What follows belongs to an exercise in optimizing a design on an open flow for small area; a production flow would make more cautious choices.
Function was checked by simulation only, so behaviour that the tests miss may differ from the original.
Power and IR drop assume default switching activity.

$ cat flow/config.mk
export PLATFORM = sky130hd
export DESIGN_NAME = autofeeder
export DESIGN_NICKNAME = autofeeder
export VERILOG_FILES = /design/flow/design.v
export SDC_FILE = /design/flow/constraint.sdc
export NUM_CORES = 4
export LEC_CHECK = 0
export ABC_AREA = 1
export CAP_MARGIN = 20
export CORE_MARGIN = 2
export CORE_UTILIZATION = 40
export GPL_TIMING_DRIVEN = 0
export SLEW_MARGIN = 20
$ cat flow/constraint.sdc
create_clock -name core_clock -period 12.0 [get_ports {clk}]
set_input_delay 2.4000 -clock core_clock [delete_from_list [all_inputs] [get_ports {clk}]]
set_output_delay 2.4000 -clock core_clock [all_outputs]
set_load 0.01 [all_outputs]
$ cat flow/design.v
module autofeeder (
	input  logic clk,					 
	input  logic reset,
	input  logic tag,					 
	input  logic [3:0] col, 			 
	output logic [3:0] row, 			 
	output logic [6:0] seg,				 
	output logic L1, L2, L3, L4, LC, 	 
	output logic M1, M1B, M2, M2B,  	 
	output logic interrupt,
	output logic [2:0] EncodedState);	 
	logic [2:0] rp;
	logic slwen;
	always_ff @(posedge clk)
		if (~reset) rp <= 0;
		else        rp <= rp + 1;
	assign slwen = (rp == 3'b011);
	always_comb
		case (rp[1:0])
			2'b00: row = 4'b1110;
			2'b01: row = 4'b1101;
			2'b10: row = 4'b1011;
			2'b11: row = 4'b0111;
		endcase
	logic cone, cany;
	logic [1:0] cidx;
	always_comb begin
		cone = 1'b1;
		cidx = 2'd0;
		case (col)
			4'b1110: cidx = 2'd0;
			4'b1101: cidx = 2'd1;
			4'b1011: cidx = 2'd2;
			4'b0111: cidx = 2'd3;
			default: cone = 1'b0;
		endcase
	end
	assign cany = ~&col;
	logic [2:0] k0, k1;		 
	logic [3:0] r23;		 
	always_ff @(posedge clk) begin
		if (rp[1:0] == 2'b00) k0 <= cone ? {1'b1, cidx} : {1'b0, cany, 1'b0};
		if (rp[1:0] == 2'b01) k1 <= cone ? {1'b1, cidx} : {1'b0, cany, 1'b0};
	end
	always_ff @(posedge clk)
		if (~reset) r23 <= 4'b0;
		else if (rp[1:0] == 2'b11) r23 <= {cany, 1'b0, 1'b0, (col == 4'b1101)};
		else if (rp[1:0] == 2'b10) begin
			r23[3] <= r23[3] | cany;
			if (cone) r23[2:0] <= {1'b1, cidx};
		end
	logic pressed;
	assign pressed = k0[2] | k0[1] | k1[2] | k1[1] | r23[3];
	localparam logic [6:0] K_SCAN = 7'b0000001, K_UNDO = 7'b0000111,
	                       K_DISP = 7'b0101100, K_LAST = 7'b0001110;
	logic [6:0] kst;
	logic ButtonPressed;
	always_ff @(posedge clk)
		if (~reset) kst <= K_SCAN;
		else if (slwen) begin
			if      (kst == K_SCAN) begin if (pressed)  kst <= {kst[5:0], kst[6] ^ kst[0]}; end
			else if (kst == K_DISP) begin if (~pressed) kst <= {kst[5:0], kst[6] ^ kst[0]}; end
			else if (kst == K_LAST) kst <= K_SCAN;
			else                    kst <= {kst[5:0], kst[6] ^ kst[0]};
		end
	assign ButtonPressed = (kst == K_UNDO);
	logic mode, edit, cfg, DigitPressed;
	logic [3:0] digit;
	assign mode = ButtonPressed & (k0 == 3'b111);
	assign edit = ButtonPressed & ~k0[2] & (k1 == 3'b111);
	assign cfg  = ButtonPressed & ~k0[2] & ~k1[2] & (r23[2:0] == 3'b111);
	always_comb begin
		DigitPressed = ButtonPressed;
		digit = 4'd0;
		if (k0[2])
			case (k0[1:0])
				2'd0: digit = 4'd1;
				2'd1: digit = 4'd2;
				2'd2: digit = 4'd3;
				default: DigitPressed = 1'b0;
			endcase
		else if (k1[2])
			case (k1[1:0])
				2'd0: digit = 4'd4;
				2'd1: digit = 4'd5;
				2'd2: digit = 4'd6;
				default: DigitPressed = 1'b0;
			endcase
		else
			case (r23[2:0])
				3'd4: digit = 4'd7;
				3'd5: digit = 4'd8;
				3'd6: digit = 4'd9;
				3'd1: digit = 4'd0;
				default: DigitPressed = 1'b0;
			endcase
	end
	logic [5:0] dcnt;
	always_ff @(posedge clk)
		if (~reset)              dcnt <= 0;
		else if (dcnt == 6'd61)  dcnt <= 6'd11;
		else                     dcnt <= dcnt + 1;
	assign L1 = ~((dcnt >= 6'd51) & (dcnt <= 6'd59));
	assign L2 = ~((dcnt >= 6'd11) & (dcnt <= 6'd18));
	assign L3 = ~((dcnt >= 6'd21) & (dcnt <= 6'd28));
	assign L4 = ~((dcnt >= 6'd31) & (dcnt <= 6'd38));
	assign LC = ~((dcnt >= 6'd41) & (dcnt <= 6'd48));
	localparam logic [3:0] WRLD = 4'b0000, WRWT = 4'b0010, FDTM = 4'b0011,
	                       FRWT = 4'b0100, FAMT = 4'b0101, ARWT = 4'b0110,
	                       RES  = 4'b1000, WSTR = 4'b1010, FSTR = 4'b1100,
	                       ASTR = 4'b1110;
	logic [3:0] state, nextstate;
	logic stinterrupt, rfinterrupt;
	logic [2:0] cnt;		 
	wire cnt0 = ~cnt[1] & ~cnt[0], cnt1 = ~cnt[1] & cnt[0], cnt2 = cnt[1] & ~cnt[2],
	     cnt3 = cnt[2] & cnt[0], cnt4 = cnt[2] & ~cnt[0];
	logic RFID;
	always_ff @(posedge clk)
		if (~reset)     state <= RES;
		else if (slwen) state <= nextstate;
	always_comb begin
		nextstate = state;
		stinterrupt = 1'b0;
		case (state)
			RES:  begin nextstate = WRLD; stinterrupt = 1'b1; end
			WRLD: if (mode) begin nextstate = FDTM; stinterrupt = 1'b1; end
			      else if (edit) begin nextstate = WSTR; stinterrupt = 1'b1; end
			WSTR: nextstate = WRWT;
			WRWT: if (cnt4) begin nextstate = WRLD; stinterrupt = 1'b1; end
			FDTM: if (mode) begin nextstate = FAMT; stinterrupt = 1'b1; end
			      else if (edit) begin nextstate = FSTR; stinterrupt = 1'b1; end
			FSTR: nextstate = FRWT;
			FRWT: if (cnt4) begin nextstate = FDTM; stinterrupt = 1'b1; end
			FAMT: if (mode) begin nextstate = WRLD; stinterrupt = 1'b1; end
			      else if (edit) begin nextstate = ASTR; stinterrupt = 1'b1; end
			ASTR: nextstate = ARWT;
			ARWT: if (cnt2) begin nextstate = FAMT; stinterrupt = 1'b1; end
			default: nextstate = RES;
		endcase
	end
	assign interrupt = stinterrupt | rfinterrupt;
	assign EncodedState = state[3] ? 3'b111 :
	                      {state[2:1], state[0] | (RFID & (state[2:0] == 3'b000))};
	logic [7:0] coloncnt;
	logic flash, SecondInc;
	always_ff @(posedge clk)
		if (~reset) begin
			coloncnt <= 8'd0;
			RFID <= 0;
			rfinterrupt <= 0;
		end else if (slwen) begin
			coloncnt <= (coloncnt == 8'd151) ? 8'd1 : coloncnt + 8'd1;
			rfinterrupt <= 0;
			if ((coloncnt != 8'd75) & (coloncnt != 8'd150) & cfg) begin
				RFID <= ~RFID;
				rfinterrupt <= 1;
			end
		end
	assign flash = (coloncnt >= 8'd76) & (coloncnt <= 8'd150);
	assign SecondInc = (coloncnt == 8'd76) | (coloncnt == 8'd151);
	logic [2:0] WT1, WT3, FT1, FT3, RF1, RF3, P1, P3;
	logic [3:0] WT2, WT4, FT2, FT4, RF2, RF4, P2, P4;
	logic [3:0] FA3, FA4;
	logic [3:0] D1, D2, D3, D4;
	logic DC;			 
	logic feedstart;
	function automatic logic [3:0] inc10(input logic [3:0] d);
		inc10 = (d[3] & d[0]) ? 4'd0 : d + 4'd1;
	endfunction
	function automatic logic [2:0] inc6(input logic [2:0] d);
		inc6 = (d[2] & d[0]) ? 3'd0 : d + 3'd1;
	endfunction
	function automatic logic [13:0] tinc(input logic [13:0] t);
		logic [2:0] a, c; logic [3:0] b, d;
		logic c1, c2, c3;
		{a, b, c, d} = t;
		c1 = d[3] & d[0];
		c2 = c1 & c[2] & c[0];
		c3 = c2 & b[3] & b[0];
		tinc = {c3 ? inc6(a) : a, c2 ? inc10(b) : b, c1 ? inc6(c) : c, inc10(d)};
	endfunction
	wire [13:0] WT = {WT1, WT2, WT3, WT4};
	wire [13:0] FT = {FT1, FT2, FT3, FT4};
	wire [13:0] RF = {RF1, RF2, RF3, RF4};
	wire [13:0] PT = {P1, P2, P3, P4};
	wire digbig = (digit >= 4'd6);
	logic [13:0] rdec;
	always_comb begin
		logic b1, b2, b3;
		b1 = (RF4 == 4'd0);
		b2 = b1 & (RF3 == 3'd0);
		b3 = b2 & (RF2 == 4'd0);
		rdec = {b3 ? RF1 - 3'd1 : RF1, b2 ? (RF2 == 4'd0 ? 4'd9 : RF2 - 4'd1) : RF2,
		        b1 ? (RF3 == 3'd0 ? 3'd5 : RF3 - 3'd1) : RF3, b1 ? 4'd9 : RF4 - 4'd1};
		if (b3 & (RF1 == 3'd0)) rdec = feedstart ? FT : 14'b0;
	end
	always_ff @(posedge clk) begin
		if (~reset) begin
			{WT1, WT2, WT3, WT4} <= 14'b0;
			{FT1, FT2, FT3, FT4} <= 14'b0;
			{RF1, RF2, RF3, RF4} <= 14'b0;
			{FA3, FA4} <= 8'b0;
			{D1, D2, D3, D4} <= 16'hEEEE;
			DC <= 1'b0;
		end else if (slwen) begin
			if (SecondInc) begin
				{WT1, WT2, WT3, WT4} <= tinc(WT);
				if (state == WRWT) {P1, P2, P3, P4} <= tinc(PT);
				{RF1, RF2, RF3, RF4} <= rdec;
			end
			case (state)
				WRLD: begin
					cnt <= 0;
					{D1, D2, D3, D4} <= {1'b0, WT1, WT2, 1'b0, WT3, WT4};
					DC <= flash;
				end
				WSTR: begin
					{P1, P2, P3, P4} <= WT;
					{D1, D2, D3, D4} <= 16'hEEEE;
					DC <= 1'b1;
				end
				WRWT:
					if (DigitPressed) begin
						cnt <= {cnt[1:0], ~cnt[2]};
						case (1'b1)
							cnt0: begin
								WT1 <= digit[2:0]; D1 <= digit;
								if (digbig) begin cnt <= 3'b110; {WT1, WT2, WT3, WT4} <= PT; end
							end
							cnt1: begin WT2 <= digit; D2 <= digit; end
							cnt2: begin
								WT3 <= digit[2:0]; D3 <= digit;
								if (digbig) begin cnt <= 3'b110; {WT1, WT2, WT3, WT4} <= PT; end
							end
							cnt3: begin WT4 <= digit; D4 <= digit; end
							default: ;
						endcase
					end else if (edit) begin
						cnt <= 3'b110;
						{WT1, WT2, WT3, WT4} <= PT;
					end
				FDTM: begin
					cnt <= 0;
					if (RFID) {D1, D2, D3, D4} <= {1'b0, RF1, RF2, 1'b0, RF3, RF4};
					else      {D1, D2, D3, D4} <= {1'b0, FT1, FT2, 1'b0, FT3, FT4};
					DC <= 1'b1;
				end
				FSTR: begin
					{P1, P2, P3, P4} <= FT;
					{D1, D2, D3, D4} <= 16'hEEEE;
					DC <= 1'b1;
				end
				FRWT:
					if (DigitPressed) begin
						cnt <= {cnt[1:0], ~cnt[2]};
						case (1'b1)
							cnt0: begin
								FT1 <= digit[2:0]; D1 <= digit;
								if (digbig) begin cnt <= 3'b110; {FT1, FT2, FT3, FT4} <= PT; end
							end
							cnt1: begin FT2 <= digit; D2 <= digit; end
							cnt2: begin
								FT3 <= digit[2:0]; D3 <= digit;
								if (digbig) begin cnt <= 3'b110; {FT1, FT2, FT3, FT4} <= PT; end
							end
							cnt3: begin
								FT4 <= digit; D4 <= digit;
								{RF1, RF2, RF3, RF4} <= FT;
							end
							default: ;
						endcase
					end else if (edit) begin
						cnt <= 3'b110;
						{FT1, FT2, FT3, FT4} <= PT;
					end
				FAMT: begin
					cnt <= 0;
					{D1, D2, D3, D4} <= {8'hEE, FA3, FA4};
					DC <= 1'b0;
				end
				ASTR: begin
					P2 <= FA3;
					P4 <= FA4;
					{D1, D2, D3, D4} <= 16'hEEEE;
					DC <= 1'b0;
				end
				ARWT:
					if (DigitPressed) begin
						cnt <= {cnt[1:0], ~cnt[2]};
						if (cnt0) begin FA3 <= digit; D3 <= digit; end
						else if (cnt1) begin FA4 <= digit; D4 <= digit; end
					end else if (edit) begin
						cnt <= 3'b011;
						FA3 <= P2;
						FA4 <= P4;
					end
				default: ;
			endcase
		end
	end
	logic [3:0] dsel;
	always_comb
		if      (dcnt >= 6'd51) dsel = D1;
		else if (dcnt <= 6'd10) dsel = 4'd11;
		else if (dcnt <= 6'd20) dsel = D2;
		else if (dcnt <= 6'd30) dsel = D3;
		else if (dcnt <= 6'd40) dsel = D4;
		else                    dsel = {3'b111, DC};
	always_comb
		case (dsel)
			4'b0000 : seg = 7'b0000001;  
			4'b0001 : seg = 7'b1001111;  
			4'b0010 : seg = 7'b0010010;  
			4'b0011 : seg = 7'b0000110;  
			4'b0100 : seg = 7'b1001100;  
			4'b0101 : seg = 7'b0100100;  
			4'b0110 : seg = 7'b0100000;  
			4'b0111 : seg = 7'b0001111;  
			4'b1000 : seg = 7'b0000000;  
			4'b1001 : seg = 7'b0000100;  
			4'b1011 : seg = 7'b1000010;  
			4'b1100 : seg = 7'b1100000;  
			4'b1110 : seg = 7'b1111111;  
			4'b1111 : seg = 7'b0010000;  
			default : seg = 7'b1111110;  
		endcase
	always_ff @(posedge clk)
		if (~reset) feedstart <= 0;
		else if (slwen)
			if (RFID) feedstart <= tag & (RF == 14'b0);
			else      feedstart <= (WT == FT);
	localparam logic [1:0] IDLE = 2'd0, BUSY = 2'd1, DONE = 2'd2;
	logic [1:0] mstate;
	localparam logic [4:0] Q_0 = 5'b00001, Q_5 = 5'b11110, Q_10 = 5'b10100,
	                       Q_15 = 5'b11000, Q_20 = 5'b10000;
	localparam logic [5:0] S_0 = 6'b000001, S_49 = 6'b010100;
	logic [4:0] QStep;
	logic [5:0] Step;
	logic [3:0] R3, R4;		 
	logic Finished;
	always_ff @(posedge clk)
		if (~reset) mstate <= IDLE;
		else if (slwen)
			case (mstate)
				IDLE: if (feedstart) mstate <= BUSY;
				BUSY: if (Finished) mstate <= DONE;
				default: mstate <= IDLE;
			endcase
	always_ff @(posedge clk) begin
		if (~reset) begin
			QStep <= Q_0;
			Step <= S_0;
			{M1, M1B, M2, M2B} <= 4'b0;
		end else if (slwen) begin
			QStep <= {QStep[3:0], QStep[4] ^ QStep[0]};
			if (mstate == IDLE) begin
				QStep <= Q_0;
				{R3, R4} <= 8'b0;
				Finished <= 0;
				{M1, M1B, M2, M2B} <= 4'b0;
			end else if (mstate == BUSY) begin
				if ((R3 > FA3) | ((R3 == FA3) & (R4 >= FA4))) Finished <= 1;
			end
			if (QStep == Q_5) {M1, M1B, M2, M2B} <= 4'b1001;
			else if (QStep == Q_10) {M1, M1B, M2, M2B} <= 4'b1010;
			else if (QStep == Q_15) {M1, M1B, M2, M2B} <= 4'b0110;
			else if (QStep == Q_20) begin
				QStep <= Q_0;
				{M1, M1B, M2, M2B} <= 4'b0101;
				if (Step == S_49) begin
					Step <= S_0;
					if (R4 == 4'd9) {R3, R4} <= {R3 + 4'd1, 4'd0};
					else            {R3, R4} <= {R3, R4 + 4'd1};
				end else Step <= {Step[4:0], Step[5] ^ Step[0]};
			end else if (mstate == DONE) {M1, M1B, M2, M2B} <= 4'b0;
		end
	end
endmodule
$ cat flow/flow/run.sh
#!/bin/bash
# Standard layout, with these changes:
# - synthesis is standard.sh's, except that its ABC step uses the area
#   script in flow/abc_area.script (a randomised deep logic optimisation
#   before mapping) and that adders are left to ABC instead of being mapped
#   to the library's half/full-adder cells beforehand. The synthesis runs
#   with four seeds of that optimisation and keeps the smallest netlist;
# - the port buffers are sky130_fd_sc_hd__buf_1;
# - the clock tree uses sky130_fd_sc_hd__clkbuf_8 and no dummy loads.
# Everything else is standard.sh's.
set -euo pipefail
for S in 1 2 3 4; do
  rm -rf syn_$S; mkdir -p syn_$S
  cp -r "$FLOW_HOME/scripts" syn_$S/scripts
  sed "s/SEED/$S/" flow/abc_area.script > syn_$S/scripts/abc_area.script
  bash standard.sh WORK_HOME="$PWD/syn_$S/orfs" SCRIPTS_DIR="$PWD/syn_$S/scripts" ADDER_MAP_FILE= synth \
    > syn_$S/synth.log 2>&1 &
done
wait
best=""; besta=""
for S in 1 2 3 4; do
  a=$(sed -n "s/.*Chip area for module.*: \([0-9.]*\).*/\1/p" syn_$S/orfs/reports/sky130hd/autofeeder/base/synth_stat.txt || true)
  echo "seed $S area $a" >> synth_choice.log
  if [[ -n "$a" ]] && { [[ -z "$besta" ]] || awk "BEGIN{exit !($a < $besta)}"; }; then best=$S; besta=$a; fi
done
echo "chosen seed $best area $besta" >> synth_choice.log
rm -rf orfs
mv syn_$best/orfs orfs
bash standard.sh "BUFFER_PORTS_ARGS=-buffer_cell sky130_fd_sc_hd__buf_1" \
  "CTS_ARGS=-sink_clustering_enable -repair_clock_nets -dont_use_dummy_load -buf_list sky130_fd_sc_hd__clkbuf_8" \
  > layout.log 2>&1
$ cat flow/flow/abc_area.script
strash
&get -n
&fraig -x
&put
dc2
strash
&get -n
&deepsyn -T 60 -S SEED
&put
strash
&get -n
&dch -f
&nf -p -R 1000
&put
topo
dnsize -c
$ cat flow/standard.sh
#!/bin/bash
# synth_recipe.tcl (not shown) runs the flow's synth.tcl, then flattens the netlist and writes it again
# the make line also repeats each setting of config.mk as NAME=value (left out here)
make -C /OpenROAD-flow-scripts/flow DESIGN_CONFIG=/design/flow/config.mk WORK_HOME=/design/flow/orfs CLKGATE_MAP_FILE= SYNTH_SCRIPT=/design/flow/synth_recipe.tcl "${@:-finish}"
==> qor.tcl, run 1 <==
set qor(status) {complete, no violations}
set qor(floorplan.core_area_um2) 18830
set qor(postSynth.asyncResetShare_pct) 0
set qor(syn-instance-count) 946
set qor(maxCapViolCount) 0
set qor(setup_viol_count_final) 0
set qor(worstSetupPathType) {reg2out}
set qor(viasPerCell) 6.120
set qor(worstSkewPairLatency_ps) 450
set qor(leakage_nw) 2.815
set qor(yosys.area.top_type) {sky130_fd_sc_hd__dfxtp_1}
set qor(drt_wl_total_mm) 24.01
set qor(clock_tree_from_tritoncts) {done}
set qor(grt_busiest_layer) {met2}
set qor(start_util_pct) 41.06
set qor(cts-resized-gates) 0
set qor(critical_path_startpoint_category) {register}
set qor(tightest_slew_ps) 1129
set qor(gp_congestion) 0.9386
set qor(ys.flop_type) {sky130_fd_sc_hd__dfxtp_1}
set qor(critical_path_peak_fanout) 6
set qor(min_period_over_period_pct) 49.91
set qor(total_inserted_antenna_cells) 0
set qor(floorplan.die_area_um2) 20460
set qor(drt_drc_violations_left) 0
set qor(yosysWarningCount) 1
set qor(type_of_element_capturing_the_critical_path) {primary output}
set qor(post_cts_buffers) 0
set qor(regToRegStartpoint) {rp[1]$_SDFF_PN0_}
set qor(unique_cell_type_count_in_the_yosys_netlist) 57
set qor(final_period_minus_worst_setup_slack_ps) 5989
set qor(met2_global_route_usage_pct) 36.39
set qor(mappedNetlistNets) 953
set qor(worstSetupStartpoint) {dcnt[0]$_SDFF_PN0_}
set qor(grt_use_total_pct) 23.98
set qor(clk_pin_slew_ps) 80
set qor(post_synthesis_sequential_area_ratio_pct) 43.24
set qor(die_height_um) 143.0
set qor(rows) 50
set qor(vias) 7675
set qor(synth.top_cells.by_area) {sky130_fd_sc_hd__dfxtp_1 31%, sky130_fd_sc_hd__edfxtp_1 12%, sky130_fd_sc_hd__nand2_1 7.0%}
set qor(min-delay-path-class) {reg2reg}
set qor(hold_path.startpoint) {rfinterrupt$_SDFFE_PN0P_}
set qor(cts_num_sinks) 151
set qor(numCtsBuffers) 17
set qor(timing.critical_path.to) {seg[1]}
set qor(required_ps) 9600
set qor(maxSlewViolCount) 0
set qor(worst-endpoint-arrival_ps) 3590
set qor(final_nets) 1003
set qor(grt.overflow.total) 0
set qor(setup_repair_after_global_routing_missed_its_margin) {no}
set qor(via_count_of_the_first_global_routing_pass) 6962
set qor(synth_enable_flop_cells) 32
set qor(wire_per_inst_um) 19.14
set qor(layout-drive-gt1-share_pct) 2.012
set qor(grt_antenna_before_repair) 0
set qor(power-per-cell-area_nw_per_um2) 106.5
set qor(floorplan.die.width_um) 143.0
set qor(top_level_ports) 31
set qor(fin_worst_skew_ps) 26.08
set qor(report.final.hold_viol_count) 0
set qor(detail_route.iter0.violations) 801
set qor(ys_seq_elements) 151
set qor(timing.fmax_mhz) 167.0
set qor(grtUsageMet3_pct) 4.326
set qor(post_synth_instance_area_um2) 7731
set qor(ctsHoldBuffers) 0
set qor(reg2reg_to) {FA3[1]$_SDFFE_PN0P_}
set qor(ir_worst_vdd_mv) 0.06979
set qor(cts-root-buf) {sky130_fd_sc_hd__clkbuf_8}
set qor(firstDrtPassIters) 10
set qor(drtAntennaViolNets) 0
set qor(reg2reg_setup_slack_ps) 7630
set qor(avgSynthCellArea_um2) 8.172
set qor(setup_total_negative_slack_ps) 0
set qor(htree_num_levels) 4
set qor(hold_ws_ps) 444.6
set qor(number_of_i_o_port_buffers) 30
set qor(cts_max_path_buffers) 2
set qor(place.detailed.hpwl_mm) 17.90
set qor(most-common-layout-cells) {144 x sky130_fd_sc_hd__nand2_1, 119 x sky130_fd_sc_hd__dfxtp_1, 96 x sky130_fd_sc_hd__nor2_1}
set qor(worst_r2r_path_depth) 9
set qor(layout.cells.most_common) {sky130_fd_sc_hd__nand2_1}
set qor(grt_max_degree) 36
set qor(max_slew_margin_pct) 23.76
set qor(gr-usage-met1_pct) 33.43
set qor(wire_length_of_the_first_global_routing_pass_mm) 37.78
set qor(synth_largest_type_area_fraction_pct) 30.81
set qor(synthToLayoutAreaGrowth_pct) 8.998
set qor(fill_cells) 1912
-- per-stage QoR --
step                      power [W]  area (um2)  utilization, %  instances  worst slack (ps)
after detailed placement  0.0006171        8193           43.51       1237              5946
after CTS                 0.0009032        8427           44.75       1254              5977
after global placement    0.0006163        8169           43.38       1236              3470
final                     0.0008970        8427           44.75       1254              6011
after floorplan           0.0005890        7731               -        946              6980
after global routing      0.0009360        8427           44.75       1254              5501
-- area by class of cell --
cell class	instances	area, um2	share of cell area (%)
Clock buffer	17	234.0	2.777
Inverter	36	135.1	1.604
Multi-Input combinational cell	759	4255	50.50
Sequential cell	151	3343	39.67
Tap cell	260	325.3	3.860
Timing Repair Buffer	31	133.9	1.589
-- sequential cells by signal, indices dropped and copies added, names as in the netlist, 4 cells and up --
register,count
D1,4
D2,4
D3,4
D4,4
FA3,4
FA4,4
FT2,4
FT4,4
P2,4
P4,4
QStep,5
R3,4
R4,4
RF2,4
RF4,4
Step,6
WT2,4
WT4,4
coloncnt,8
dcnt,6
kst,7
r23,4
state,4
-- per-layer routing --
layer	wire length [um]	vias to the layer above
li1	-	3652
met2	10560	338
met4	826	0
met5	0	-
met3	1795	58
met1	10820	3627
-- cells in the mapped netlist (all sizes together), types with 5 or more instances --
| library cell | n |
|---|---|
| a21o | 10 |
| a32oi | 8 |
| a211oi | 7 |
| a31oi | 9 |
| nand2 | 144 |
| or3 | 8 |
| nor2b | 21 |
| nor3b | 5 |
| and3 | 12 |
| dfxtp | 119 |
| edfxtp | 32 |
| a22oi | 17 |
| and2 | 15 |
| o22ai | 34 |
| nand2b | 18 |
| clkinv | 36 |
| nand3 | 35 |
| a22o | 19 |
| a21oi | 72 |
| o221ai | 5 |
| or2 | 13 |
| a222oi | 12 |
| nor3 | 27 |
| nand4 | 6 |
| xnor2 | 9 |
| nor4 | 8 |
| xor2 | 5 |
| nor2 | 97 |
| a41oi | 5 |
| o21ai | 76 |
-- report_power, final --
| group | internal, W | switching, W |
|---|---|---|
| Sequential | 0.000526 | 0.0000101 |
| Clock | 0.000125 | 0.000165 |
| Combinational | 0.0000210 | 0.0000499 |
-- cell families (layout without fill, tap and decap cells) --
| family | after synthesis | after routing | synth area share, % |
|---|---|---|---|
| AOI/OAI and AO/OA | 324 | 324 | 27.59 |
| DFF | 151 | 151 | 43.24 |
| muxes | 1 | 1 | 0.1456 |
| buffers and inverters | 36 | 84 | 1.748 |
| and+or+nand+nor | 416 | 416 | 25.17 |
| adders and majority gates | 4 | 4 | 0.5179 |
| xor gates and xnor gates | 14 | 14 | 1.586 |
-- worst min path at each step --
stage,to,cells after the start
3_3_place_gp,rfinterrupt$_SDFFE_PN0P_,2
3_5_place_dp,rfinterrupt$_SDFFE_PN0P_,2
6_report,rfinterrupt$_SDFFE_PN0P_,2
4_1_cts,rfinterrupt$_SDFFE_PN0P_,2
5_1_grt,rfinterrupt$_SDFFE_PN0P_,2
2_1_floorplan,DC$_SDFFE_PN0P_,2
-- worst max-delay path, stage by stage, from the launching register on --
cell and delay, ps:
sky130_fd_sc_hd__dfxtp_1 360, sky130_fd_sc_hd__nor2_1 190, sky130_fd_sc_hd__nor2b_1 60, sky130_fd_sc_hd__o21ai_0 310
sky130_fd_sc_hd__nor2b_1 300, sky130_fd_sc_hd__nand2b_1 170, sky130_fd_sc_hd__nand2_1 160, sky130_fd_sc_hd__nor2_1 50
sky130_fd_sc_hd__nor3_1 450, sky130_fd_sc_hd__or2_0 270, sky130_fd_sc_hd__nand2b_1 80, sky130_fd_sc_hd__mux2_1 350
sky130_fd_sc_hd__o31a_1 240, sky130_fd_sc_hd__buf_1 130
==> run 2: changes to the inputs <==
--- a/flow/design.v
+++ b/flow/design.v
@@ -107,12 +107,17 @@
 	assign LC = ~((dcnt >= 6'd41) & (dcnt <= 6'd48));
-	localparam logic [3:0] WRLD = 4'b0000, WRWT = 4'b0010, FDTM = 4'b0011,
-	                       FRWT = 4'b0100, FAMT = 4'b0101, ARWT = 4'b0110,
-	                       RES  = 4'b1000, WSTR = 4'b1010, FSTR = 4'b1100,
-	                       ASTR = 4'b1110;
-	logic [3:0] state, nextstate;
+	localparam logic [4:0] WRLD = 5'b00_000, WSTR = 5'b00_001, FSTR = 5'b00_010,
+	                       FDTM = 5'b00_011, ASTR = 5'b00_100, FAMT = 5'b00_101,
+	                       RES  = 5'b00_111, W0 = 5'b01_000, F0 = 5'b10_000,
+	                       A0   = 5'b11_000;
+	logic [4:0] state, nextstate;
 	logic stinterrupt, rfinterrupt;
-	logic [2:0] cnt;		 
+	logic RFID;
+	wire [2:0] cnt = state[2:0];
 	wire cnt0 = ~cnt[1] & ~cnt[0], cnt1 = ~cnt[1] & cnt[0], cnt2 = cnt[1] & ~cnt[2],
 	     cnt3 = cnt[2] & cnt[0], cnt4 = cnt[2] & ~cnt[0];
-	logic RFID;
+	wire sWRLD = (state == WRLD), sWSTR = (state == WSTR), sFSTR = (state == FSTR),
+	     sFDTM = (state == FDTM), sASTR = (state == ASTR), sFAMT = (state == FAMT),
+	     sRES  = (state == RES);
+	wire sW = (state[4:3] == 2'b01), sF = (state[4:3] == 2'b10), sA = (state[4:3] == 2'b11);
+	wire digbig;
 	always_ff @(posedge clk)
@@ -120,2 +125,10 @@
 		else if (slwen) state <= nextstate;
+	logic [2:0] cnt_next;
+	always_comb begin
+		cnt_next = cnt;
+		if (DigitPressed) begin
+			cnt_next = {cnt[1:0], ~cnt[2]};
+			if ((sW | sF) & (cnt0 | cnt2) & digbig) cnt_next = 3'b110;
+		end else if (edit) cnt_next = sA ? 3'b011 : 3'b110;
+	end
 	always_comb begin
@@ -123,22 +136,29 @@
 		stinterrupt = 1'b0;
-		case (state)
-			RES:  begin nextstate = WRLD; stinterrupt = 1'b1; end
-			WRLD: if (mode) begin nextstate = FDTM; stinterrupt = 1'b1; end
-			      else if (edit) begin nextstate = WSTR; stinterrupt = 1'b1; end
-			WSTR: nextstate = WRWT;
-			WRWT: if (cnt4) begin nextstate = WRLD; stinterrupt = 1'b1; end
-			FDTM: if (mode) begin nextstate = FAMT; stinterrupt = 1'b1; end
-			      else if (edit) begin nextstate = FSTR; stinterrupt = 1'b1; end
-			FSTR: nextstate = FRWT;
-			FRWT: if (cnt4) begin nextstate = FDTM; stinterrupt = 1'b1; end
-			FAMT: if (mode) begin nextstate = WRLD; stinterrupt = 1'b1; end
-			      else if (edit) begin nextstate = ASTR; stinterrupt = 1'b1; end
-			ASTR: nextstate = ARWT;
-			ARWT: if (cnt2) begin nextstate = FAMT; stinterrupt = 1'b1; end
-			default: nextstate = RES;
-		endcase
+		if (sRES) begin nextstate = WRLD; stinterrupt = 1'b1; end
+		else if (sWRLD) begin
+			if (mode) begin nextstate = FDTM; stinterrupt = 1'b1; end
+			else if (edit) begin nextstate = WSTR; stinterrupt = 1'b1; end
+		end else if (sWSTR) nextstate = W0;
+		else if (sW) begin
+			if (cnt4) begin nextstate = WRLD; stinterrupt = 1'b1; end
+			else nextstate = {2'b01, cnt_next};
+		end else if (sFDTM) begin
+			if (mode) begin nextstate = FAMT; stinterrupt = 1'b1; end
+			else if (edit) begin nextstate = FSTR; stinterrupt = 1'b1; end
+		end else if (sFSTR) nextstate = F0;
+		else if (sF) begin
+			if (cnt4) begin nextstate = FDTM; stinterrupt = 1'b1; end
+			else nextstate = {2'b10, cnt_next};
+		end else if (sFAMT) begin
+			if (mode) begin nextstate = WRLD; stinterrupt = 1'b1; end
+			else if (edit) begin nextstate = ASTR; stinterrupt = 1'b1; end
+		end else if (sASTR) nextstate = A0;
+		else if (sA) begin
+			if (cnt2) begin nextstate = FAMT; stinterrupt = 1'b1; end
+			else nextstate = {2'b11, cnt_next};
+		end else nextstate = RES;
 	end
 	assign interrupt = stinterrupt | rfinterrupt;
-	assign EncodedState = state[3] ? 3'b111 :
-	                      {state[2:1], state[0] | (RFID & (state[2:0] == 3'b000))};
+	assign EncodedState = (state[4:3] != 2'b00) ? {state[4:3], 1'b0} :
+	                      sWRLD ? {2'b00, RFID} : sFDTM ? 3'b011 : sFAMT ? 3'b101 : 3'b111;
 	logic [7:0] coloncnt;
@@ -185,3 +205,3 @@
 	wire [13:0] PT = {P1, P2, P3, P4};
-	wire digbig = (digit >= 4'd6);
+	assign digbig = (digit >= 4'd6);
 	logic [13:0] rdec;
@@ -207,8 +227,7 @@
 				{WT1, WT2, WT3, WT4} <= tinc(WT);
-				if (state == WRWT) {P1, P2, P3, P4} <= tinc(PT);
+				if (sW) {P1, P2, P3, P4} <= tinc(PT);
 				{RF1, RF2, RF3, RF4} <= rdec;
 			end
-			case (state)
-				WRLD: begin
-					cnt <= 0;
+			case (1'b1)
+				sWRLD: begin
 					{D1, D2, D3, D4} <= {1'b0, WT1, WT2, 1'b0, WT3, WT4};
@@ -216,3 +235,3 @@
 				end
-				WSTR: begin
+				sWSTR: begin
 					{P1, P2, P3, P4} <= WT;
@@ -221,5 +240,4 @@
 				end
-				WRWT:
+				sW:
 					if (DigitPressed) begin
-						cnt <= {cnt[1:0], ~cnt[2]};
 						case (1'b1)
@@ -227,3 +245,3 @@
 								WT1 <= digit[2:0]; D1 <= digit;
-								if (digbig) begin cnt <= 3'b110; {WT1, WT2, WT3, WT4} <= PT; end
+								if (digbig) begin {WT1, WT2, WT3, WT4} <= PT; end
 							end
@@ -232,3 +250,3 @@
 								WT3 <= digit[2:0]; D3 <= digit;
-								if (digbig) begin cnt <= 3'b110; {WT1, WT2, WT3, WT4} <= PT; end
+								if (digbig) begin {WT1, WT2, WT3, WT4} <= PT; end
 							end
@@ -238,7 +256,5 @@
 					end else if (edit) begin
-						cnt <= 3'b110;
 						{WT1, WT2, WT3, WT4} <= PT;
 					end
-				FDTM: begin
-					cnt <= 0;
+				sFDTM: begin
 					if (RFID) {D1, D2, D3, D4} <= {1'b0, RF1, RF2, 1'b0, RF3, RF4};
@@ -247,3 +263,3 @@
 				end
-				FSTR: begin
+				sFSTR: begin
 					{P1, P2, P3, P4} <= FT;
@@ -252,5 +268,4 @@
 				end
-				FRWT:
+				sF:
 					if (DigitPressed) begin
-						cnt <= {cnt[1:0], ~cnt[2]};
 						case (1'b1)
@@ -258,3 +273,3 @@
 								FT1 <= digit[2:0]; D1 <= digit;
-								if (digbig) begin cnt <= 3'b110; {FT1, FT2, FT3, FT4} <= PT; end
+								if (digbig) begin {FT1, FT2, FT3, FT4} <= PT; end
 							end
@@ -263,3 +278,3 @@
 								FT3 <= digit[2:0]; D3 <= digit;
-								if (digbig) begin cnt <= 3'b110; {FT1, FT2, FT3, FT4} <= PT; end
+								if (digbig) begin {FT1, FT2, FT3, FT4} <= PT; end
 							end
@@ -272,7 +287,5 @@
 					end else if (edit) begin
-						cnt <= 3'b110;
 						{FT1, FT2, FT3, FT4} <= PT;
 					end
-				FAMT: begin
-					cnt <= 0;
+				sFAMT: begin
 					{D1, D2, D3, D4} <= {8'hEE, FA3, FA4};
@@ -280,3 +293,3 @@
 				end
-				ASTR: begin
+				sASTR: begin
 					P2 <= FA3;
@@ -286,5 +299,4 @@
 				end
-				ARWT:
+				sA:
 					if (DigitPressed) begin
-						cnt <= {cnt[1:0], ~cnt[2]};
 						if (cnt0) begin FA3 <= digit; D3 <= digit; end
@@ -292,3 +304,2 @@
 					end else if (edit) begin
-						cnt <= 3'b011;
 						FA3 <= P2;
@@ -340,2 +351,6 @@
 	logic Finished;
+	logic mon, m1, m2;	 
+	assign {M1, M2} = {m1, m2};
+	assign M1B = mon & ~m1;
+	assign M2B = mon & ~m2;
 	always_ff @(posedge clk)
@@ -352,3 +367,3 @@
 			Step <= S_0;
-			{M1, M1B, M2, M2B} <= 4'b0;
+			{mon, m1, m2} <= 3'b000;
 		end else if (slwen) begin
@@ -359,3 +374,3 @@
 				Finished <= 0;
-				{M1, M1B, M2, M2B} <= 4'b0;
+				{mon, m1, m2} <= 3'b000;
 			end else if (mstate == BUSY) begin
@@ -363,8 +378,8 @@
 			end
-			if (QStep == Q_5) {M1, M1B, M2, M2B} <= 4'b1001;
-			else if (QStep == Q_10) {M1, M1B, M2, M2B} <= 4'b1010;
-			else if (QStep == Q_15) {M1, M1B, M2, M2B} <= 4'b0110;
+			if (QStep == Q_5) {mon, m1, m2} <= 3'b110;
+			else if (QStep == Q_10) {mon, m1, m2} <= 3'b111;
+			else if (QStep == Q_15) {mon, m1, m2} <= 3'b101;
 			else if (QStep == Q_20) begin
 				QStep <= Q_0;
-				{M1, M1B, M2, M2B} <= 4'b0101;
+				{mon, m1, m2} <= 3'b100;
 				if (Step == S_49) begin
@@ -374,3 +389,3 @@
 				end else Step <= {Step[4:0], Step[5] ^ Step[0]};
-			end else if (mstate == DONE) {M1, M1B, M2, M2B} <= 4'b0;
+			end else if (mstate == DONE) {mon, m1, m2} <= 3'b000;
 		end
--- a/flow/flow/run.sh
+++ b/flow/flow/run.sh
@@ -6,3 +6,4 @@
 #   to the library's half/full-adder cells beforehand. The synthesis runs
-#   with four seeds of that optimisation and keeps the smallest netlist;
+#   with eight seeds of that optimisation (four at a time) and keeps the
+#   smallest netlist;
 # - the port buffers are sky130_fd_sc_hd__buf_1;
@@ -11,12 +12,15 @@
 set -euo pipefail
-for S in 1 2 3 4; do
-  rm -rf syn_$S; mkdir -p syn_$S
-  cp -r "$FLOW_HOME/scripts" syn_$S/scripts
-  sed "s/SEED/$S/" flow/abc_area.script > syn_$S/scripts/abc_area.script
-  bash standard.sh WORK_HOME="$PWD/syn_$S/orfs" SCRIPTS_DIR="$PWD/syn_$S/scripts" ADDER_MAP_FILE= synth \
-    > syn_$S/synth.log 2>&1 &
+for R in 0 4; do
+  for K in 1 2 3 4; do
+    S=$((R + K))
+    rm -rf syn_$S; mkdir -p syn_$S
+    cp -r "$FLOW_HOME/scripts" syn_$S/scripts
+    sed "s/SEED/$S/" flow/abc_area.script > syn_$S/scripts/abc_area.script
+    bash standard.sh WORK_HOME="$PWD/syn_$S/orfs" SCRIPTS_DIR="$PWD/syn_$S/scripts" ADDER_MAP_FILE= synth \
+      > syn_$S/synth.log 2>&1 &
+  done
+  wait
 done
-wait
 best=""; besta=""
-for S in 1 2 3 4; do
+for S in 1 2 3 4 5 6 7 8; do
   a=$(sed -n "s/.*Chip area for module.*: \([0-9.]*\).*/\1/p" syn_$S/orfs/reports/sky130hd/autofeeder/base/synth_stat.txt || true)
==> qor.tcl, run 2 <==
set qor(combinational_family_with_the_most_area_after_synthesis) {compound AO/OA/AOI/OAI gates}
set qor(drt_drc_violations_left) 0 ;# unchanged
set qor(power-per-cell-area_nw_per_um2) 105.7 ;# -0.70%
set qor(vias) 7634 ;# -0.53%
set qor(worst_r2r_path_depth) 11 ;# +2
set qor(drt_wl_total_mm) 23.99 ;# about the same
set qor(postSynth.asyncResetShare_pct) 0 ;# unchanged
set qor(reg2reg_setup_slack_ps) 7550 ;# -80 ps
set qor(maxCapViolCount) 0 ;# unchanged
set qor(ys_seq_elements) 148 ;# -2.0%
set qor(synth_xor_area_share_pct) 1.479 ;# -0.11 points
set qor(grt_use_total_pct) 24.11 ;# +0.13 points
set qor(post_synth_instance_area_um2) 7696 ;# -0.45%
set qor(final_nets) 998 ;# -0.50%
set qor(total_inserted_antenna_cells) 0 ;# unchanged
set qor(most-common-layout-cells) {119 x sky130_fd_sc_hd__dfxtp_1, 115 x sky130_fd_sc_hd__nand2_1, 106 x sky130_fd_sc_hd__nor2_1}
set qor(number_of_flip_flops_under_the_largest_register_name) 8 ;# unchanged
set qor(wire_length_of_the_first_global_routing_pass_mm) 37.85 ;# +0.18%
set qor(required_ps) 9600 ;# about the same
set qor(muxShareOfSynthArea_pct) 0.7804 ;# +0.63 points
set qor(grt_max_degree) 35 ;# -2.8%
set qor(cts_num_sinks) 148 ;# -2.0%
set qor(viasPerCell) 6.242 ;# +2.0%
set qor(fin_util_pct) 44.83 ;# +0.076 points
set qor(grt.overflow.total) 0 ;# unchanged
set qor(htree_num_levels) 4 ;# unchanged
set qor(seq_power_share_pct) 58.9 ;# -0.9 points
set qor(worst-endpoint-arrival_ps) 3560 ;# -30 ps
set qor(setup_repair_after_global_routing_missed_its_margin) {no}
set qor(maxSlewViolCount) 0 ;# unchanged
set qor(gp_congestion) 0.9558 ;# +1.8%
set qor(place.detailed.hpwl_mm) 18.03 ;# +0.75%
set qor(floorplan.core_area_um2) 18770 ;# -0.33%
set qor(synth.top_cells.by_area) {sky130_fd_sc_hd__dfxtp_1 31%, sky130_fd_sc_hd__edfxtp_1 11%, sky130_fd_sc_hd__nand2_1 5.6%}
set qor(power.share.clock_pct) 32.6 ;# +0.3 points
set qor(final_period_minus_worst_setup_slack_ps) 5956 ;# -33.16 ps
set qor(leakage_nw) 2.850 ;# +1.2%
set qor(synthMostInstantiatedCell) {sky130_fd_sc_hd__dfxtp_1}
set qor(drtAntennaViolNets) 0 ;# unchanged
set qor(rows) 50 ;# unchanged
set qor(clock_tree_from_tritoncts) {done}
set qor(clk_pin_slew_ps) 70 ;# about the same
set qor(cts_max_path_buffers) 2 ;# unchanged
set qor(fin_worst_skew_ps) 19.99 ;# -6.088 ps
set qor(post_cts_buffers) 0 ;# unchanged
set qor(cts-root-buf) {sky130_fd_sc_hd__clkbuf_8}
set qor(numCtsBuffers) 17 ;# unchanged
set qor(yosysWarningCount) 1 ;# unchanged
set qor(top_level_ports) 31 ;# unchanged
set qor(syn-instance-count) 940 ;# -0.63%
set qor(netSwitchingFraction_pct) 25.63 ;# +0.54 points
set qor(wire_per_inst_um) 19.61 ;# +2.5%
set qor(reg2reg_to) {WT1[2]$_SDFFE_PN0P_}
set qor(synth_enable_flop_cells) 29 ;# -9.4%
set qor(hold_path.startpoint) {rp[2]$_SDFF_PN0_}
set qor(report.final.hold_viol_count) 0 ;# unchanged
set qor(ys.flop_type) {sky130_fd_sc_hd__dfxtp_1}
set qor(start_util_pct) 41.01 ;# -0.050 points
set qor(cp_slowest_cell) {sky130_fd_sc_hd__dfxtp_1}
set qor(tightest_slew_ps) 1055 ;# -73.41 ps
set qor(grt_antenna_before_repair) 0 ;# unchanged
set qor(critical_path_peak_fanout) 9 ;# +3
set qor(layout.cells.most_common) {sky130_fd_sc_hd__dfxtp_1}
set qor(path_delay_family) {simple AND/OR/NAND/NOR gates}
set qor(post_synthesis_sequential_area_ratio_pct) 42.27 ;# -0.97 points
set qor(power.net_switching_w) 0.0002279 ;# +1.3%
set qor(registers.top_by_ff_count) {coloncnt}
set qor(critical_path.max_stage_delay_ps) 470 ;# +20 ps
set qor(timing.fmax_mhz) 167.9 ;# +0.56%
set qor(worstSetupPathType) {reg2out}
set qor(min_to) {rp[2]$_SDFF_PN0_}
set qor(cp_num_buf_inv) 1 ;# unchanged
set qor(firstDrtPassIters) 5 ;# -5
set qor(setup_total_negative_slack_ps) 0 ;# unchanged
set qor(worstSkewPairLatency_ps) 460 ;# about the same
set qor(synth_largest_type_area_fraction_pct) 30.95 ;# +0.14 points
set qor(ctsHoldBuffers) 0 ;# unchanged
set qor(worstSetupStartpoint) {dcnt[0]$_SDFF_PN0_}
set qor(synth_simple_gate_area_share_pct) 24.19 ;# -0.97 points
set qor(number_of_i_o_port_buffers) 30 ;# unchanged
set qor(unique_cell_type_count_in_the_yosys_netlist) 58 ;# +1.8%
set qor(via_count_of_the_first_global_routing_pass) 6929 ;# -0.47%
set qor(die_height_um) 142.7 ;# -0.22%
set qor(layout_top_registers) {coloncnt (8), kst (7)}
set qor(setup_viol_count_final) 0 ;# unchanged
set qor(critical_path_startpoint_category) {register}
set qor(worstPathCellList) {and3_1 > nor2b_1 > nor2_1 > or2_0 > nand2_1 > o22ai_1 > a21oi_1 > nand3_1 > and2_0 > nor2b_1 > nor2_1 > nor3_1 > o21a_1 > buf_1}
set qor(regToRegStartpoint) {kst[6]$_SDFFE_PN0P_}
set qor(mappedNetlistNets) 947 ;# -0.63%
set qor(status) {complete, no violations}
set qor(synth_common_cells) {119 x sky130_fd_sc_hd__dfxtp_1, 115 x sky130_fd_sc_hd__nand2_1, 107 x sky130_fd_sc_hd__nor2_1, 75 x sky130_fd_sc_hd__a21oi_1, 74 x sky130_fd_sc_hd__o21ai_0}
set qor(floorplan.die_area_um2) 20370 ;# -0.44%
set qor(layout-drive-gt1-share_pct) 2.528 ;# +0.52 points
set qor(min-delay-path-class) {reg2reg}
set qor(synthToLayoutAreaGrowth_pct) 9.316
set qor(synth_compound_gate_area_share_pct) 29.00 ;# +1.4 points
set qor(floorplan.die.width_um) 142.7 ;# -0.22%
set qor(totalPowerFinal_w) 0.0008893 ;# -0.86%
set qor(detail_route.iter0.violations) 815 ;# +1.7%
set qor(min_period_over_period_pct) 49.63 ;# -0.28 points
set qor(power_report.internal_total_w) 0.0006614 ;# -1.6%
set qor(holdPathStages) 2 ;# unchanged
set qor(avgSynthCellArea_um2) 8.187 ;# +0.18%
set qor(power.combinational.fraction_pct) 8.5 ;# +0.6 points
set qor(type_of_element_capturing_the_critical_path) {primary output}
set qor(fill_cells) 1913 ;# +0.052%
set qor(max_slew_margin_pct) 29.09 ;# +5.3 points
set qor(synthAdderAreaFrac_pct) 0.5202 ;# +0.0024 points
set qor(ir_worst_vdd_mv) 0.06719 ;# -3.7%
set qor(yosys.area.top_type) {sky130_fd_sc_hd__dfxtp_1}
set qor(cts-resized-gates) 0 ;# unchanged
run 2: cell count changes after synthesis, sizes merged, moves of 5 or more:
cell,delta
mux2i,+6
a222oi,-7
o211ai,+5
o2bb2ai,+5
nand2,-29
a21o,-5
nor2,+10
a32oi,-7
o22a,+11
o22ai,+6
a221o,+6
run 2: kinds of logic after synthesis:
| family | Yosys count |
|---|---|
| and+or+nand+nor | 394 |
| AOI/OAI and AO/OA | 339 |
| muxes | 6 |
| adders and majority gates | 4 |
| DFF | 148 |
| xor gates and xnor gates | 13 |
| buffers and inverters | 36 |
run 2: cell type report:
type | count | area, um2 | area share, %
repair buffers | 32 | 161.4 | 1.919
well taps | 234 | 292.8 | 3.480
multi-input cells | 756 | 4337 | 51.55
inverters | 36 | 135.1 | 1.606
flip-flops and latches | 148 | 3253 | 38.67
clock buffers | 17 | 234.0 | 2.781
run 2: metrics by stage:
| stage | setup slack, ps | instance area [um2] | cells | hold WS [ps] |
|---|---|---|---|---|
| global placement | 4077 | 8102 | 1204 | 450.9 |
| finish | 6044 | 8413 | 1223 | 477.1 |
| CTS | 6027 | 8386 | 1222 | 480.6 |
| global route | 5718 | 8413 | 1223 | 494.5 |
| floorplan | 6881 | 7696 | 940 | 430.1 |
| detailed placement | 5804 | 8152 | 1205 | 468.0 |
run 2: worst max path at each step:
stage	end	slack, ps	cells after the start
3_3_place_gp	RF2[1]$_SDFFE_PN0P_	4080	8
6_report	seg[3]	6040	14
4_1_cts	seg[3]	6030	14
5_1_grt	seg[3]	5720	14
2_1_floorplan	seg[3]	6880	13
3_5_place_dp	RF2[3]$_SDFFE_PN0P_	5800	8
run 2: routing by layer:
metal | vias to the layer above | routed length, um | share of wire, % | global-route usage [%]
met5 | - | 0 | 0 | 0
met4 | 0 | 707 | 2.9 | 9.640
met3 | 59 | 2134 | 8.9 | 5.600
met2 | 327 | 10430 | 43 | 36.39
met1 | 3575 | 10720 | 45 | 33.35
li1 | 3673 | - | - | -
run 2: worst min-delay path: cells and delay by family (launching register included):
kind             cells  cell delay (ps)
DFF                  1              330
and+or+nand+nor      2              110
run 2: power groups by stage:
stage                     clock [W]  sequential, W  combinational, W
after CTS                  0.000297       0.000523         0.0000741
after detailed placement          0       0.000535         0.0000737
after global routing       0.000316       0.000525         0.0000827
after global placement            0       0.000534         0.0000730
after floorplan                   0       0.000532         0.0000481
final                      0.000290       0.000524         0.0000760
==> run 3: changes to the inputs <==
--- a/flow/design.v
+++ b/flow/design.v
@@ -39,3 +39,3 @@
 	logic [2:0] k0, k1;		 
-	logic [3:0] r23;		 
+	logic [2:0] r23;		 
 	always_ff @(posedge clk) begin
@@ -45,10 +45,10 @@
 	always_ff @(posedge clk)
-		if (~reset) r23 <= 4'b0;
-		else if (rp[1:0] == 2'b11) r23 <= {cany, 1'b0, 1'b0, (col == 4'b1101)};
+		if (~reset) r23 <= 3'b000;
+		else if (rp[1:0] == 2'b11) r23 <= (col == 4'b1101) ? 3'b010 : {2'b00, cany};
 		else if (rp[1:0] == 2'b10) begin
-			r23[3] <= r23[3] | cany;
-			if (cone) r23[2:0] <= {1'b1, cidx};
+			if (cone) r23 <= {1'b1, cidx};
+			else if (r23 != 3'b010) r23 <= {2'b00, r23[0] | cany};
 		end
 	logic pressed;
-	assign pressed = k0[2] | k0[1] | k1[2] | k1[1] | r23[3];
+	assign pressed = k0[2] | k0[1] | k1[2] | k1[1] | (r23 != 3'b000);
 	localparam logic [6:0] K_SCAN = 7'b0000001, K_UNDO = 7'b0000111,
@@ -70,3 +70,3 @@
 	assign edit = ButtonPressed & ~k0[2] & (k1 == 3'b111);
-	assign cfg  = ButtonPressed & ~k0[2] & ~k1[2] & (r23[2:0] == 3'b111);
+	assign cfg  = ButtonPressed & ~k0[2] & ~k1[2] & (r23 == 3'b111);
 	always_comb begin
@@ -89,7 +89,7 @@
 		else
-			case (r23[2:0])
-				3'd4: digit = 4'd7;
-				3'd5: digit = 4'd8;
-				3'd6: digit = 4'd9;
-				3'd1: digit = 4'd0;
+			case (r23)
+				3'b100: digit = 4'd7;
+				3'b101: digit = 4'd8;
+				3'b110: digit = 4'd9;
+				3'b010: digit = 4'd0;
 				default: DigitPressed = 1'b0;
@@ -342,3 +342,3 @@
 			else      feedstart <= (WT == FT);
-	localparam logic [1:0] IDLE = 2'd0, BUSY = 2'd1, DONE = 2'd2;
+	localparam logic [1:0] IDLE = 2'b00, BUSY = 2'b01, BUSYF = 2'b11, DONE = 2'b10;
 	logic [1:0] mstate;
@@ -350,3 +350,2 @@
 	logic [3:0] R3, R4;		 
-	logic Finished;
 	logic mon, m1, m2;	 
@@ -360,3 +359,4 @@
 				IDLE: if (feedstart) mstate <= BUSY;
-				BUSY: if (Finished) mstate <= DONE;
+				BUSY: if ((R3 > FA3) | ((R3 == FA3) & (R4 >= FA4))) mstate <= BUSYF;
+				BUSYF: mstate <= DONE;
 				default: mstate <= IDLE;
@@ -373,6 +373,3 @@
 				{R3, R4} <= 8'b0;
-				Finished <= 0;
 				{mon, m1, m2} <= 3'b000;
-			end else if (mstate == BUSY) begin
-				if ((R3 > FA3) | ((R3 == FA3) & (R4 >= FA4))) Finished <= 1;
 			end
--- a/flow/flow/run.sh
+++ b/flow/flow/run.sh
@@ -6,3 +6,3 @@
 #   to the library's half/full-adder cells beforehand. The synthesis runs
-#   with eight seeds of that optimisation (four at a time) and keeps the
+#   with twelve seeds of that optimisation (four at a time) and keeps the
 #   smallest netlist;
@@ -12,3 +12,3 @@
 set -euo pipefail
-for R in 0 4; do
+for R in 0 4 8; do
   for K in 1 2 3 4; do
@@ -24,3 +24,3 @@
 best=""; besta=""
-for S in 1 2 3 4 5 6 7 8; do
+for S in 1 2 3 4 5 6 7 8 9 10 11 12; do
   a=$(sed -n "s/.*Chip area for module.*: \([0-9.]*\).*/\1/p" syn_$S/orfs/reports/sky130hd/autofeeder/base/synth_stat.txt || true)
==> qor.tcl, run 3 <==
set qor(status) {complete, no violations}
set qor(synthToLayoutAreaGrowth_pct) 9.086
set qor(required_ps) 9600 ;# about the same
set qor(yosys.area.top_type) {sky130_fd_sc_hd__dfxtp_1}
set qor(critical_path_startpoint_category) {register}
set qor(worstSetupPathType) {reg2out}
set qor(setup_total_negative_slack_ps) 0 ;# unchanged
set qor(totalPowerFinal_w) 0.0009038 ;# +1.6%
set qor(wire_per_inst_um) 19.70 ;# +0.42%
set qor(rows) 50 ;# unchanged
set qor(synth.top_cells.by_area) {sky130_fd_sc_hd__dfxtp_1 31%, sky130_fd_sc_hd__edfxtp_1 11%, sky130_fd_sc_hd__nor2_1 6.2%}
set qor(place.detailed.hpwl_mm) 18.28 ;# +1.4%
set qor(wl_met3_mm) 1.998 ;# -6.4%
set qor(setup_viol_count_final) 0 ;# unchanged
set qor(vias) 7783 ;# +2.0%
set qor(setup_repair_after_global_routing_missed_its_margin) {no}
set qor(fin_worst_skew_ps) 25.39 ;# +5.402 ps
set qor(worstSkewPairLatency_ps) 470 ;# about the same
set qor(floorplan.die_area_um2) 20330 ;# -0.16%
set qor(floorplan.core_area_um2) 18770 ;# unchanged
set qor(via_count_of_the_first_global_routing_pass) 6927 ;# -0.029%
set qor(combinational_family_with_the_most_area_after_synthesis) {compound AO/OA/AOI/OAI gates}
set qor(grt_use_total_pct) 24.76 ;# +0.64 points
set qor(synth_common_cells) {126 x sky130_fd_sc_hd__nor2_1, 118 x sky130_fd_sc_hd__dfxtp_1, 118 x sky130_fd_sc_hd__nand2_1, 91 x sky130_fd_sc_hd__o21ai_0, 88 x sky130_fd_sc_hd__a21oi_1}
set qor(timing.fmax_mhz) 170.6 ;# +1.6%
set qor(cts_num_sinks) 146 ;# -1.4%
set qor(ys_seq_elements) 146 ;# -1.4%
set qor(drtAntennaViolNets) 0 ;# unchanged
set qor(min-delay-path-class) {reg2reg}
set qor(wire_length_of_the_first_global_routing_pass_mm) 38.53 ;# +1.8%
set qor(layout.cells.most_common) {sky130_fd_sc_hd__nor2_1}
set qor(registers.top_by_ff_count) {coloncnt}
set qor(synth_compound_gate_area_share_pct) 27.06 ;# -1.9 points
set qor(top_layer) {met4}
set qor(critical_path_peak_fanout) 8 ;# -1
set qor(ff_latch_area_um2) 3203 ;# -1.5%
set qor(drt_wl_total_mm) 24.66 ;# +2.8%
set qor(htree_num_levels) 4 ;# unchanged
set qor(maxCapViolCount) 0 ;# unchanged
set qor(fill_cells) 1913 ;# unchanged
set qor(placed_cells_incl_taps) 1235 ;# +2.5%
set qor(ctsHoldBuffers) 0 ;# unchanged
set qor(fin_area_um2) 8382 ;# -0.37%
set qor(viasPerCell) 6.216 ;# -0.41%
set qor(tightest_slew_ps) 1119 ;# +63.08 ps
set qor(worst-endpoint-arrival_ps) 3460 ;# -100 ps
set qor(clock_tree_from_tritoncts) {done}
set qor(firstDrtPassIters) 5 ;# unchanged
set qor(syn-instance-count) 968 ;# +3.0%
set qor(muxShareOfSynthArea_pct) 0.8142 ;# +0.034 points
set qor(unique_cell_type_count_in_the_yosys_netlist) 59 ;# +1.7%
set qor(synth_simple_gate_area_share_pct) 25.91 ;# +1.7 points
set qor(final_period_minus_worst_setup_slack_ps) 5862 ;# -94.34 ps
set qor(post_layout_nonfiller_instances) 1252 ;# +2.4%
set qor(min_period_over_period_pct) 48.85 ;# -0.79 points
set qor(ys.flop_type) {sky130_fd_sc_hd__dfxtp_1}
set qor(die_height_um) 142.6 ;# about the same
set qor(power-per-cell-area_nw_per_um2) 107.8 ;# +2.0%
set qor(mappedNetlistNets) 975 ;# +3.0%
set qor(dr_wl_met2_mm) 10.51 ;# +0.72%
set qor(cts-root-buf) {sky130_fd_sc_hd__clkbuf_8}
set qor(synth_enable_flop_cells) 28 ;# -3.4%
set qor(avgSynthCellArea_um2) 7.938 ;# -3.1%
set qor(detail_route.iter0.violations) 1006 ;# +23%
set qor(postSynth.asyncResetShare_pct) 0 ;# unchanged
set qor(ir_worst_vdd_mv) 0.06899 ;# +2.7%
set qor(layout-drive-gt1-share_pct) 2.456 ;# -0.072 points
set qor(cts_max_path_buffers) 2 ;# unchanged
set qor(post_synthesis_sequential_area_ratio_pct) 41.69 ;# -0.58 points
set qor(drt_drc_violations_left) 0 ;# unchanged
set qor(maxSlewViolCount) 0 ;# unchanged
set qor(number_of_flip_flops_under_the_largest_register_name) 8 ;# unchanged
set qor(dpl-instance-area_um2) 8143 ;# -0.11%
set qor(number_of_i_o_port_buffers) 30 ;# unchanged
set qor(synth_xor_area_share_pct) 2.052 ;# +0.57 points
set qor(grt_max_degree) 38 ;# +8.6%
set qor(post_synth_instance_area_um2) 7684 ;# -0.16%
set qor(synthMostInstantiatedCell) {sky130_fd_sc_hd__nor2_1}
set qor(drt-met1-wl_mm) 11.39 ;# +6.3%
set qor(synthAdderAreaFrac_pct) 0.5211 ;# +0.00085 points
set qor(top_level_ports) 31 ;# unchanged
set qor(numCtsBuffers) 17 ;# unchanged
set qor(grt.overflow.total) 0 ;# unchanged
set qor(leakage_nw) 2.895 ;# +1.6%
set qor(fin_util_pct) 44.66 ;# -0.17 points
set qor(clk_pin_slew_ps) 70 ;# about the same
set qor(type_of_element_capturing_the_critical_path) {primary output}
set qor(post_cts_buffers) 0 ;# unchanged
set qor(floorplan.die.width_um) 142.6 ;# about the same
set qor(gp_congestion) 0.9627 ;# +0.72%
set qor(yosysWarningCount) 1 ;# unchanged
set qor(final_nets) 1027 ;# +2.9%
set qor(layout_top_registers) {coloncnt (8), kst (7)}
set qor(report.final.hold_viol_count) 0 ;# unchanged
set qor(max_slew_margin_pct) 24.74 ;# -4.4 points
set qor(cts-resized-gates) 0 ;# unchanged
set qor(multi_input_gate_area_um2) 4345 ;# +0.20%
set qor(start_util_pct) 40.94 ;# -0.067 points
set qor(grt_antenna_before_repair) 0 ;# unchanged
set qor(total_inserted_antenna_cells) 0 ;# unchanged
set qor(synth_largest_type_area_fraction_pct) 30.74 ;# -0.21 points
set qor(most-common-layout-cells) {124 x sky130_fd_sc_hd__nor2_1, 118 x sky130_fd_sc_hd__dfxtp_1, 118 x sky130_fd_sc_hd__nand2_1}
-- run 3: metal layers --
metal  vias up  global-route usage, %
li1       3719                      -
met2       356                  36.39
met4         0                  10.27
met1      3647                  34.86
met5         -                      0
met3        61                  5.754
-- run 3: worst paths after layout --
kind                                    startpoint                  end  slack [ps]  depth (start not counted)
worst max-delay path            dcnt[0]$_SDFF_PN0_               seg[3]        6140                         15
worst min-delay path            D4[0]$_SDFFE_PN0P_   D4[0]$_SDFFE_PN0P_         470                          2
worst max register to register    rp[0]$_SDFF_PN0_  RF4[2]$_SDFFE_PN0P_        7340                         15
worst min register to register  D4[0]$_SDFFE_PN0P_   D4[0]$_SDFFE_PN0P_         470                          2
-- run 3: stage by stage --
| step | setup WS (ps) | hold slack [ps] |
|---|---|---|
| 6_report | 6138 | 473.2 |
| 5_1_grt | 5813 | 487.2 |
| 4_1_cts | 6132 | 473.7 |
| 3_5_place_dp | 6570 | 460.2 |
| 3_3_place_gp | 4220 | 451.1 |
| 2_1_floorplan | 7068 | 424.8 |
-- run 3: layout make-up --
class                   count  share of cell area (%)
multi-input cells         782                   51.84
flip-flops and latches    146                   38.21
well taps                 234                   3.493
clock buffers              17                   2.791
repair buffers             33                   1.866
inverters                  40                   1.791
-- run 3: report_power, final --
part	internal (W)	switching (W)	total [W]
combinational	0.0000263	0.0000591	0.0000854
clock	0.000125	0.000166	0.000290
sequential	0.000512	0.0000157	0.000528
-- run 3: logic make-up after synthesis --
logic type               after synthesis
XOR/XNOR                              18
AND/OR/NAND/NOR                      426
buffers and inverters                 40
adder cells (fa/ha/maj)                4
AO/OA/AOI/OAI                        328
flip-flops                           146
multiplexers                           6
-- run 3: worst max-delay path: stages (launching register included) --
cell and delay, ps:
sky130_fd_sc_hd__dfxtp_1 370, sky130_fd_sc_hd__nor3_1 260, sky130_fd_sc_hd__nand3_1 100, sky130_fd_sc_hd__o21ai_0 140, sky130_fd_sc_hd__a21o_1 150, sky130_fd_sc_hd__or2_0 250, sky130_fd_sc_hd__o22ai_1 110, sky130_fd_sc_hd__nor3_1 450
sky130_fd_sc_hd__nand2b_1 220, sky130_fd_sc_hd__o22ai_1 100, sky130_fd_sc_hd__nand2b_1 200, sky130_fd_sc_hd__nand2_1 100, sky130_fd_sc_hd__nor2_1 40, sky130_fd_sc_hd__a31o_1 190, sky130_fd_sc_hd__o21a_1 180, sky130_fd_sc_hd__buf_1 120

-- re-timing with driven ports --
Ports are ideal in the flow. The routed layouts listed here were re-timed in OpenROAD.
Step 1 (the two cells are an assumption about what drives the block):
set clk [get_ports {clk}]
set_driving_cell -lib_cell sky130_fd_sc_hd__clkbuf_16 $clk
set_driving_cell -lib_cell sky130_fd_sc_hd__buf_2 [delete_from_list [all_inputs] $clk]
Step 2 moves the port delays by t, midway between the first and last clock arrival at a register: inputs arrive t later, outputs are due t later. That takes back most of the time a late clock gives input paths.
Slacks: ideal ports / drivers / drivers and shift; pairs: ideal ports / drivers.
run	t (ns)	setup WS [ns]	worst setup path after step 2
run 1	0.477	6.011 / 5.974 / 5.878	input to register
run 2	0.492	6.044 / 6.002 / 6.212	input to register
run 3	0.503	6.138 / 6.096 / 6.548	input to register
After both steps setup and hold are still met in every run listed. For run 1, which loses most, drivers alone change the setup slack by -0.037 ns; drivers and shift together by -0.133 ns.
